What follows belongs to an exercise in optimizing a design on an open flow for small area and a short achievable clock period; a production flow would make more cautious choices.
At most, simulation tests tie the RTL to the original design; equivalence was not proved.

==> inputs of exp/yarrow <==
## synthesis_direct_FIR
module synthesis_direct_FIR(out, inp, clk, rstn);
    localparam X_SIZE = 16;    
    localparam Y_SIZE = 26;    
    output [Y_SIZE-1:0] out;
    input [X_SIZE-1:0] inp;
    input clk, rstn;
    direct_FIR DIR_FIR(.out(out), .inp(inp), .clk(clk), .rstn(rstn));
endmodule
Settings: LEC_CHECK=0, CAP_MARGIN=20, CORE_MARGIN=2, CORE_UTILIZATION=65, CTS_BUF_LIST=sky130_fd_sc_hd__clkbuf_16, CTS_CLUSTER_DIAMETER=80, CTS_CLUSTER_SIZE=25, SLEW_MARGIN=20, SYNTH_HIERARCHICAL=1, SYNTH_MINIMUM_KEEP_SIZE=0; clock period 11.5 ns.
standard.sh (not shown) runs the stock make flow with config.mk's settings and CLKGATE_MAP_FILE= SYNTH_SCRIPT=/design/flow/synth_recipe.tcl, a recipe that flattens the netlist after the stock synthesis.
==> flow/flow/run.sh <==
#!/bin/bash
# Own layout flow: the standard ORFS flow, with the port buffers built
# from regular buffers instead of delay buffers, and setup repair asked to
# leave a margin (SETUP_MARGIN ns) so that it also works on paths that
# already meet the design's clock period.
set -euo pipefail
cd "$(dirname "$0")/.."
export BUFFER_PORTS_ARGS="-buffer_cell sky130_fd_sc_hd__buf_4"
export SETUP_SLACK_MARGIN=${SETUP_MARGIN:-8.12}
bash standard.sh > standard_make.log 2>&1
==> exp/lagoon (differences from exp/yarrow) <==
--- a/flow/flow/run.sh
+++ b/flow/flow/run.sh
@@ -6,5 +6,5 @@
 set -euo pipefail
 cd "$(dirname "$0")/.."
 export BUFFER_PORTS_ARGS="-buffer_cell sky130_fd_sc_hd__buf_4"
-export SETUP_SLACK_MARGIN=${SETUP_MARGIN:-8.12}
+export SETUP_SLACK_MARGIN=${SETUP_MARGIN:-8}
 bash standard.sh > standard_make.log 2>&1
--- a/flow/config.mk
+++ b/flow/config.mk
@@ -7,10 +7,9 @@
 export LEC_CHECK = 0
 export CAP_MARGIN = 20
 export CORE_MARGIN = 2
-export CORE_UTILIZATION = 65
-export CTS_BUF_LIST = sky130_fd_sc_hd__clkbuf_16
-export CTS_CLUSTER_DIAMETER = 80
-export CTS_CLUSTER_SIZE = 25
+export CORE_UTILIZATION = 40
+export CTS_CLUSTER_DIAMETER = 60
+export CTS_CLUSTER_SIZE = 30
 export SLEW_MARGIN = 20
 export SYNTH_HIERARCHICAL = 1
 export SYNTH_MINIMUM_KEEP_SIZE = 0
==> exp/pepper (differences from exp/yarrow) <==
--- a/flow/config.mk
+++ b/flow/config.mk
@@ -8,9 +8,8 @@
 export CAP_MARGIN = 20
 export CORE_MARGIN = 2
 export CORE_UTILIZATION = 65
-export CTS_BUF_LIST = sky130_fd_sc_hd__clkbuf_16
-export CTS_CLUSTER_DIAMETER = 80
-export CTS_CLUSTER_SIZE = 25
+export CTS_CLUSTER_DIAMETER = 70
+export CTS_CLUSTER_SIZE = 40
 export SLEW_MARGIN = 20
 export SYNTH_HIERARCHICAL = 1
 export SYNTH_MINIMUM_KEEP_SIZE = 0
==> comparison table <==
metric	exp/lagoon	exp/yarrow	exp/pepper
Result of the run	finished clean	finished clean	finished clean
Signal buf overhead	1.87%	2.02%	1.96%
Register fraction of the total cell area	23.9%	24.9%	24.8%
Starting utilization of the core area	40.5%	66.2%	66.2%
Worst path required time	11.93 ns	11.88 ns	11.89 ns
Total met3 wirelength after detailed routing	2770 um	4880 um	5010 um
Total die area	41800 um2	26000 um2	26000 um2
Inserted tap cell count	525	324	324
Reg-to-reg critical path startpoint	DIR_FIR.x2[6]	DIR_FIR.x4[9]	DIR_FIR.x4[9]
Post-layout nets	1685	1677	1677
Via/cell ratio	5.08	5.83	5.82
Post-route clock period utilization	30.1%	29.2%	29.0%
Slowest cell delay on critical path	0.75 ns	0.73 ns	0.75 ns
Nonclk buf count	45	47	46
Synth-to-layout area growth	12.5%	8.71%	9.27%

* * *

==> inputs of run E <==
Another version of the RTL of synthesis_direct_FIR (not shown whole).
export LEC_CHECK = 0
export CAP_MARGIN = 20
export CORE_MARGIN = 2
export CORE_UTILIZATION = 65
export CTS_BUF_LIST = sky130_fd_sc_hd__clkbuf_16
export CTS_CLUSTER_DIAMETER = 80
export CTS_CLUSTER_SIZE = 25
export SLEW_MARGIN = 20
export SYNTH_HIERARCHICAL = 1
export SYNTH_MINIMUM_KEEP_SIZE = 0
create_clock -name core_clock -period 11.5 [get_ports {clk}]
==> flow/flow/run.sh <==
#!/bin/bash
# Own layout flow: the standard ORFS flow, with the port buffers built
# from regular buffers instead of delay buffers, and setup repair asked to
# leave a margin (SETUP_MARGIN ns) so that it also works on paths that
# already meet the design's clock period.
set -euo pipefail
cd "$(dirname "$0")/.."
export BUFFER_PORTS_ARGS="-buffer_cell sky130_fd_sc_hd__buf_2"
export SETUP_SLACK_MARGIN=${SETUP_MARGIN:-8.1}
bash standard.sh > standard_make.log 2>&1
==> run R: changes against run E <==
--- a/flow/flow/run.sh
+++ b/flow/flow/run.sh
@@ -7,4 +7,4 @@
 cd "$(dirname "$0")/.."
 export BUFFER_PORTS_ARGS="-buffer_cell sky130_fd_sc_hd__buf_2"
-export SETUP_SLACK_MARGIN=${SETUP_MARGIN:-8.1}
+export SETUP_SLACK_MARGIN=${SETUP_MARGIN:-8.25}
 bash standard.sh > standard_make.log 2>&1
==> run summary <==
* **global placement routability congestion** 1.08
* **filler instances** 1322
* **final cell count without fillers** 1421
* **number of global-route vias before repair** 9299
* **Clock buffer cells** 15
* **pre-CTS setup slack** 7850 ps
* **Post-Layout Inst Area** 0.0167 mm^2
* **multi-input logic portion of the cell area** 61.4%
* **run status** timing/DRC/antenna clean
* **clock period minus final worst setup slack** 3460 ps
* **share of cells above drive strength 1** 28.6%
the above is filed under run R

==> run summary <==
* **run status** timing/DRC/antenna clean
* **pre-CTS setup slack** 7780 ps
* **clock period minus final worst setup slack** 3480 ps
* **number of global-route vias before repair** 9165
* **Clock buffer cells** 14
* **setup repair after global routing missed its margin** yes
* **Final TNS setup** 0 ps
* **global placement routability congestion** 1.05
* **share of cells above drive strength 1** 22.2%
* **final cell count without fillers** 1406
* **multi-input logic portion of the cell area** 61.8%
the above is filed under run E

Function was not checked in any run of this note: the RTL went through the layout flow alone.

* * *

==> v33: inputs <==
Another version of the RTL of synthesis_direct_FIR (not shown whole).
==> flow/config.mk <==
export PLATFORM = sky130hd
export DESIGN_NAME = synthesis_direct_FIR
export DESIGN_NICKNAME = synthesis_direct_FIR
export VERILOG_FILES = /design/flow/design.v
export SDC_FILE = /design/flow/constraint.sdc
export NUM_CORES = 4
export LEC_CHECK = 0
export CAP_MARGIN = 20
export CORE_MARGIN = 2
export CORE_UTILIZATION = 65
export CTS_BUF_LIST = sky130_fd_sc_hd__clkbuf_16
export CTS_CLUSTER_DIAMETER = 80
export CTS_CLUSTER_SIZE = 25
export SLEW_MARGIN = 20
export SYNTH_HIERARCHICAL = 1
export SYNTH_MINIMUM_KEEP_SIZE = 0
export TNS_END_PERCENT = 5
==> flow/constraint.sdc <==
create_clock -name core_clock -period 11.5 [get_ports {clk}]
set_input_delay 2.3000 -clock core_clock [delete_from_list [all_inputs] [get_ports {clk}]]
set_output_delay 2.3000 -clock core_clock [all_outputs]
set_load 0.01 [all_outputs]
==> flow/flow/run.sh <==
#!/bin/bash
# Own layout flow: the standard ORFS flow, with the port buffers built
# from regular buffers instead of delay buffers, and setup repair asked to
# leave a margin (SETUP_MARGIN ns) so that it also works on paths that
# already meet the design's clock period.
set -euo pipefail
cd "$(dirname "$0")/.."
export BUFFER_PORTS_ARGS="-buffer_cell sky130_fd_sc_hd__buf_2"
export SETUP_SLACK_MARGIN=${SETUP_MARGIN:-8.1}
bash standard.sh > standard_make.log 2>&1
==> v31: changes against v33 <==
==> flow/run.sh (new file) <==
#!/bin/bash
# synth_recipe.tcl (not shown) runs the flow's synth.tcl, then flattens the netlist and writes it again
# the make line also repeats each setting of config.mk as NAME=value (left out here)
make -C /OpenROAD-flow-scripts/flow DESIGN_CONFIG=/design/flow/config.mk WORK_HOME=/design/flow/orfs CLKGATE_MAP_FILE= SYNTH_SCRIPT=/design/flow/synth_recipe.tcl finish
- SETUP_SLACK_MARGIN: not set -> 5
- TNS_END_PERCENT: 5 -> not set
removed: flow/flow/run.sh
removed: flow/standard.sh
==> v7: changes against v33 <==
- TNS_END_PERCENT: 5 -> not set
==> impl_metrics.env <==
export IMPL_outcome="complete, no violations"
export IMPL_grt_use_met1=0.478
export IMPL_crit_start="DIR_FIR.x5[6]"
export IMPL_wl_met2_um=17300
export IMPL_clkTransAtPathRegs_ns=0.10
the above is filed under v7

==> impl_metrics.env <==
export IMPL_synth_adder_area_share=0.590
export IMPL_outcome="complete, no violations"
export IMPL_crit_start="DIR_FIR.x3[15]"
export IMPL_grt_pass1_wl_um=57700
export IMPL_wl_met2_um=17200
export IMPL_clkTransAtPathRegs_ns=0.09
export IMPL_fin_worst_skew_ns=0.0184
export IMPL_grt_use_met1=0.478
export IMPL_critPathSlowestCell="fa_1"
export IMPL_drc=0
the above is filed under v33

==> impl_metrics.env <==
export IMPL_synthCells=1030
export IMPL_crit_start="DIR_FIR.q43"
export IMPL_hold_viol=0
export IMPL_grt_use_met1=0.443
export IMPL_outcome="complete, no violations"
export IMPL_wl_met2_um=16200
export IMPL_clkTransAtPathRegs_ns=0.09
export IMPL_dp_cells=1353
export IMPL_cts_tree="built"
the above is filed under v31


* * *

==> run Y <==
synthesis_direct_FIR with an RTL version that a note above also has.
clock: 11.5 ns
lec_check: 0
cap_margin: 20
core_margin: 2
core_utilization: 65
cts_buf_list: sky130_fd_sc_hd__clkbuf_16
cts_cluster_diameter: 90
cts_cluster_size: 32
slew_margin: 20
synth_hierarchical: 1
synth_minimum_keep_size: 0
==> flow/flow/run.sh <==
#!/bin/bash
# Own layout flow: the standard ORFS flow, with the port buffers built
# from regular buffers instead of delay buffers, and setup repair asked to
# leave a margin (SETUP_MARGIN ns) so that it also works on paths that
# already meet the design's clock period.
set -euo pipefail
cd "$(dirname "$0")/.."
export BUFFER_PORTS_ARGS="-buffer_cell sky130_fd_sc_hd__buf_4"
export SETUP_SLACK_MARGIN=${SETUP_MARGIN:-8.25}
bash standard.sh > standard_make.log 2>&1
==> run C: changes against run Y <==
--- a/flow/config.mk
+++ b/flow/config.mk
@@ -10,6 +10,6 @@
 export CORE_UTILIZATION = 65
 export CTS_BUF_LIST = sky130_fd_sc_hd__clkbuf_16
-export CTS_CLUSTER_DIAMETER = 90
-export CTS_CLUSTER_SIZE = 32
+export CTS_CLUSTER_DIAMETER = 100
+export CTS_CLUSTER_SIZE = 40
 export SLEW_MARGIN = 20
 export SYNTH_HIERARCHICAL = 1
==> run B: changes against run Y <==
--- a/flow/flow/run.sh
+++ b/flow/flow/run.sh
@@ -7,4 +7,4 @@
 cd "$(dirname "$0")/.."
 export BUFFER_PORTS_ARGS="-buffer_cell sky130_fd_sc_hd__buf_4"
-export SETUP_SLACK_MARGIN=${SETUP_MARGIN:-8.25}
+export SETUP_SLACK_MARGIN=${SETUP_MARGIN:-8}
 bash standard.sh > standard_make.log 2>&1
--- a/flow/config.mk
+++ b/flow/config.mk
@@ -8,8 +8,8 @@
 export CAP_MARGIN = 20
 export CORE_MARGIN = 2
-export CORE_UTILIZATION = 65
-export CTS_BUF_LIST = sky130_fd_sc_hd__clkbuf_16
-export CTS_CLUSTER_DIAMETER = 90
-export CTS_CLUSTER_SIZE = 32
+export CORE_UTILIZATION = 40
+export CTS_BUF_LIST = sky130_fd_sc_hd__clkbuf_8
+export CTS_CLUSTER_DIAMETER = 50
+export CTS_CLUSTER_SIZE = 20
 export SLEW_MARGIN = 20
 export SYNTH_HIERARCHICAL = 1
==> run summary <==
- Via count, highest first: run Y, run C, run B.
- In synthesized cell count, run B and run C do not differ.
- The lowest design area belongs to run C, the highest to run B.
- Against run C, the clock-buffer cell count of run B is higher by 19.
- Between run C and run Y, the lower clock skew is in run C (gap 0.0039 ns).
- Between run B and run C, the lower cell count is in run C (gap about 16%, measured against run C).
- Area after synthesis is the same in run B and run C.

* * *

==> trial 36 <==
Another version of the RTL of synthesis_direct_FIR (not shown whole).
Settings: LEC_CHECK=0, CAP_MARGIN=20, CORE_MARGIN=2, CORE_UTILIZATION=40, CTS_BUF_LIST=sky130_fd_sc_hd__clkbuf_4 sky130_fd_sc_hd__clkbuf_8, CTS_CLUSTER_DIAMETER=60, CTS_CLUSTER_SIZE=30, SLEW_MARGIN=20, SYNTH_HIERARCHICAL=1, SYNTH_MINIMUM_KEEP_SIZE=0; clock period 11.5 ns.
run.sh (not shown) runs the stock make flow with config.mk's settings and CLKGATE_MAP_FILE= SYNTH_SCRIPT=/design/flow/synth_recipe.tcl, a recipe that flattens the netlist after the stock synthesis.
Stock flow here: none of the scripts above is used.
==> build 11 (differences from trial 36) <==
--- a/flow/config.mk
+++ b/flow/config.mk
@@ -10,5 +10,4 @@
 export CORE_UTILIZATION = 40
-export CTS_BUF_LIST = sky130_fd_sc_hd__clkbuf_4 sky130_fd_sc_hd__clkbuf_8
-export CTS_CLUSTER_DIAMETER = 60
-export CTS_CLUSTER_SIZE = 30
+export CTS_BUF_LIST = sky130_fd_sc_hd__clkbuf_8
+export CTS_CLUSTER_SIZE = 20
 export SLEW_MARGIN = 20
==> build 38 (differences from trial 36) <==
==> flow/flow/run.sh (new file) <==
#!/bin/bash
# Own layout flow: the standard ORFS flow, with the port buffers built
# from regular buffers instead of delay buffers, and setup repair asked to
# leave a margin (SETUP_MARGIN ns) so that it also works on paths that
# already meet the design's clock period.
set -euo pipefail
cd "$(dirname "$0")/.."
export BUFFER_PORTS_ARGS="-buffer_cell sky130_fd_sc_hd__buf_4"
export SETUP_SLACK_MARGIN=${SETUP_MARGIN:-0}
bash standard.sh > standard_make.log 2>&1
==> flow/standard.sh (new file) <==
#!/bin/bash
# synth_recipe.tcl (not shown) runs the flow's synth.tcl, then flattens the netlist and writes it again
# the make line also repeats each setting of config.mk as NAME=value (left out here)
make -C /OpenROAD-flow-scripts/flow DESIGN_CONFIG=/design/flow/config.mk WORK_HOME=/design/flow/orfs CLKGATE_MAP_FILE= SYNTH_SCRIPT=/design/flow/synth_recipe.tcl "${@:-finish}"
removed: flow/run.sh
==> comparison <==
- Maximum frequency is about the same in build 11 and trial 36.
- In build 38 the register-to-register slack is worse than in trial 36, by 0.04 ns.
- Cell count, highest first: build 11, trial 36, build 38.
==> figures <==
item                                                                     build 11        trial 36        build 38
Status                                                             finished clean  finished clean  finished clean
Worst-path fanout max                                                           7               7               6
R2R Setup Slk                                                             7.65 ns         7.65 ns         7.61 ns
Fraction of final layout cells with drive strength greater than 1           6.73%           5.38%           8.69%
Worst setup timing slack at the placement stage                           7.63 ns         7.63 ns         7.63 ns

* * *

==> run M: inputs <==
synthesis_direct_FIR with an RTL version that a note above also has.
==> flow/config.mk <==
export PLATFORM = sky130hd
export DESIGN_NAME = synthesis_direct_FIR
export DESIGN_NICKNAME = synthesis_direct_FIR
export VERILOG_FILES = /design/flow/design.v
export SDC_FILE = /design/flow/constraint.sdc
export NUM_CORES = 4
export LEC_CHECK = 0
export CAP_MARGIN = 20
export CORE_MARGIN = 2
export CORE_UTILIZATION = 65
export CTS_BUF_LIST = sky130_fd_sc_hd__clkbuf_16
export CTS_CLUSTER_DIAMETER = 80
export CTS_CLUSTER_SIZE = 25
export SLEW_MARGIN = 20
export SYNTH_HIERARCHICAL = 1
export SYNTH_MINIMUM_KEEP_SIZE = 0
==> flow/constraint.sdc <==
create_clock -name core_clock -period 11.5 [get_ports {clk}]
set_input_delay 2.3000 -clock core_clock [delete_from_list [all_inputs] [get_ports {clk}]]
set_output_delay 2.3000 -clock core_clock [all_outputs]
set_load 0.01 [all_outputs]
standard.sh (not shown) runs the stock make flow with config.mk's settings and CLKGATE_MAP_FILE= SYNTH_SCRIPT=/design/flow/synth_recipe.tcl, a recipe that flattens the netlist after the stock synthesis.
==> flow/flow/run.sh <==
#!/bin/bash
# Own layout flow: the standard ORFS flow, with the port buffers built
# from regular buffers instead of delay buffers, and setup repair asked to
# leave a margin (SETUP_MARGIN ns) so that it also works on paths that
# already meet the design's clock period.
set -euo pipefail
cd "$(dirname "$0")/.."
export BUFFER_PORTS_ARGS="-buffer_cell sky130_fd_sc_hd__buf_2"
export SETUP_SLACK_MARGIN=${SETUP_MARGIN:-7.95}
bash standard.sh > standard_make.log 2>&1
==> inputs of run K, as changes to run M <==
--- a/flow/flow/run.sh
+++ b/flow/flow/run.sh
@@ -8,3 +8,3 @@
 export BUFFER_PORTS_ARGS="-buffer_cell sky130_fd_sc_hd__buf_2"
-export SETUP_SLACK_MARGIN=${SETUP_MARGIN:-7.95}
+export SETUP_SLACK_MARGIN=${SETUP_MARGIN:-8.25}
 bash standard.sh > standard_make.log 2>&1
==> summary of the runs <==
First-iteration DRC count: run K is smaller than run M (about 10%).
In die area, run K and run M do not differ.
Of run K and run M, run K has the higher design area (gap about 2.7%, measured against run M).
Between run M and run K, the lower clock skew is in run K (gap 0.00068 ns).
Count of clock-buffer cells in the layout is the same in run M and run K.
Synthesized cell count is the same in run K and run M.
Cell count: run K is higher than run M (0.73%).
Via count is about the same in run K and run M.
==> figures <==
Result of the run: run K timing/DRC/antenna clean; run M timing/DRC/antenna clean
Critical path endpoint: run K DIR_FIR.out[24]; run M DIR_FIR.out[25]
Final Non-Filler Cells: run K 1385; run M 1375
Detailed-route wire length per cell: run K 27.8 microns; run M 27.7 microns
Area taken by multi-input logic gates: run K 10100 sq um; run M 9900 sq um
Via count of the first global-routing pass: run K 9251; run M 9210
Area fraction of clock buffers and clock inverters: run K 0.0279; run M 0.0287
Critical path data required time: run K 11.93 ns; run M 11.92 ns
Crit share post-route: run K 0.291; run M 0.298
Overall global routing resource usage: run K 0.347; run M 0.346
Total routed wire length on the met1 layer: run K 15.4 mm; run M 15.5 mm
Pin slew with the least headroom to its limit: run K 0.436 ns; run M 0.558 ns
Worst R2R Path Depth: run K 12; run M 10
Met1 track utilization from global routing: run K 0.477; run M 0.495
Final area over synthesized area: run K 1.101x; run M 1.072x
Post-layout util: run K 0.725; run M 0.706
Sequential share of cell area: run K 0.268; run M 0.269

-- separate check: timing with driven ports --
The results above use ideal ports. As a check the final layouts listed here were re-extracted and re-timed, cells and wires unchanged. Step 1 sets driving cells, clkbuf_16 on the clock port and buf_2 on the other inputs (assumed; they add their load-dependent delay and slew). Step 2, shift: input delay + t, output delay - t, t = (earliest + latest rising clock arrival at the registers) / 2. This alone moves slack from input paths to output paths. Slacks: no drivers / after step 1 / after step 2; pairs: no drivers / after step 1.
run | shift t [ns] | setup WS [ns] | hold slack, ns | worst data-port slew with drivers (ns)
exp/yarrow | 0.550 | 8.146 / 8.146 / 8.146 | 0.454 / 0.454 / 0.454 | 0.03
exp/lagoon | 0.619 | 8.041 / 8.041 / 8.041 | 0.451 / 0.451 / 0.451 | 0.04
exp/pepper | 0.552 | 8.161 / 8.161 / 8.161 | 0.455 / 0.455 / 0.455 | 0.03
run E | 0.546 | 8.017 / 8.017 / 8.017 | 0.395 / 0.395 / 0.395 | 0.03
run R | 0.545 | 8.043 / 8.043 / 8.043 | 0.393 / 0.393 / 0.393 | 0.03
v33 | 0.544 | 8.114 / 8.114 / 8.114 | 0.396 / 0.396 / 0.396 | 0.03
v31 | 0.542 | 7.788 / 7.788 / 7.788 | 0.395 / 0.395 / 0.395 | 0.03
v7 | 0.542 | 8.144 / 8.144 / 8.144 | 0.397 / 0.397 / 0.397 | 0.03
run Y | 0.552 | 8.251 / 8.197 / 8.253 | 0.436 / 0.436 / 0.436 | 0.03
run C | 0.534 | 8.253 / 8.219 / 8.253 | 0.448 / 0.448 / 0.448 | 0.03
run B | 0.667 | 8.046 / 8.046 / 8.046 | 0.453 / 0.453 / 0.453 | 0.04
trial 36 | 0.629 | 7.647 / 7.612 / 7.647 | 0.530 / 0.530 / 0.530 | 0.04
build 11 | 0.623 | 7.653 / 7.624 / 7.653 | 0.535 / 0.535 / 0.535 | 0.04
build 38 | 0.618 | 7.612 / 7.612 / 7.612 | 0.527 / 0.527 / 0.527 | 0.04
run M | 0.544 | 8.069 / 8.069 / 8.069 | 0.397 / 0.397 / 0.397 | 0.03
run K | 0.541 | 8.152 / 8.152 / 8.152 | 0.394 / 0.394 / 0.394 | 0.03
After both steps setup and hold are still met in every run listed.
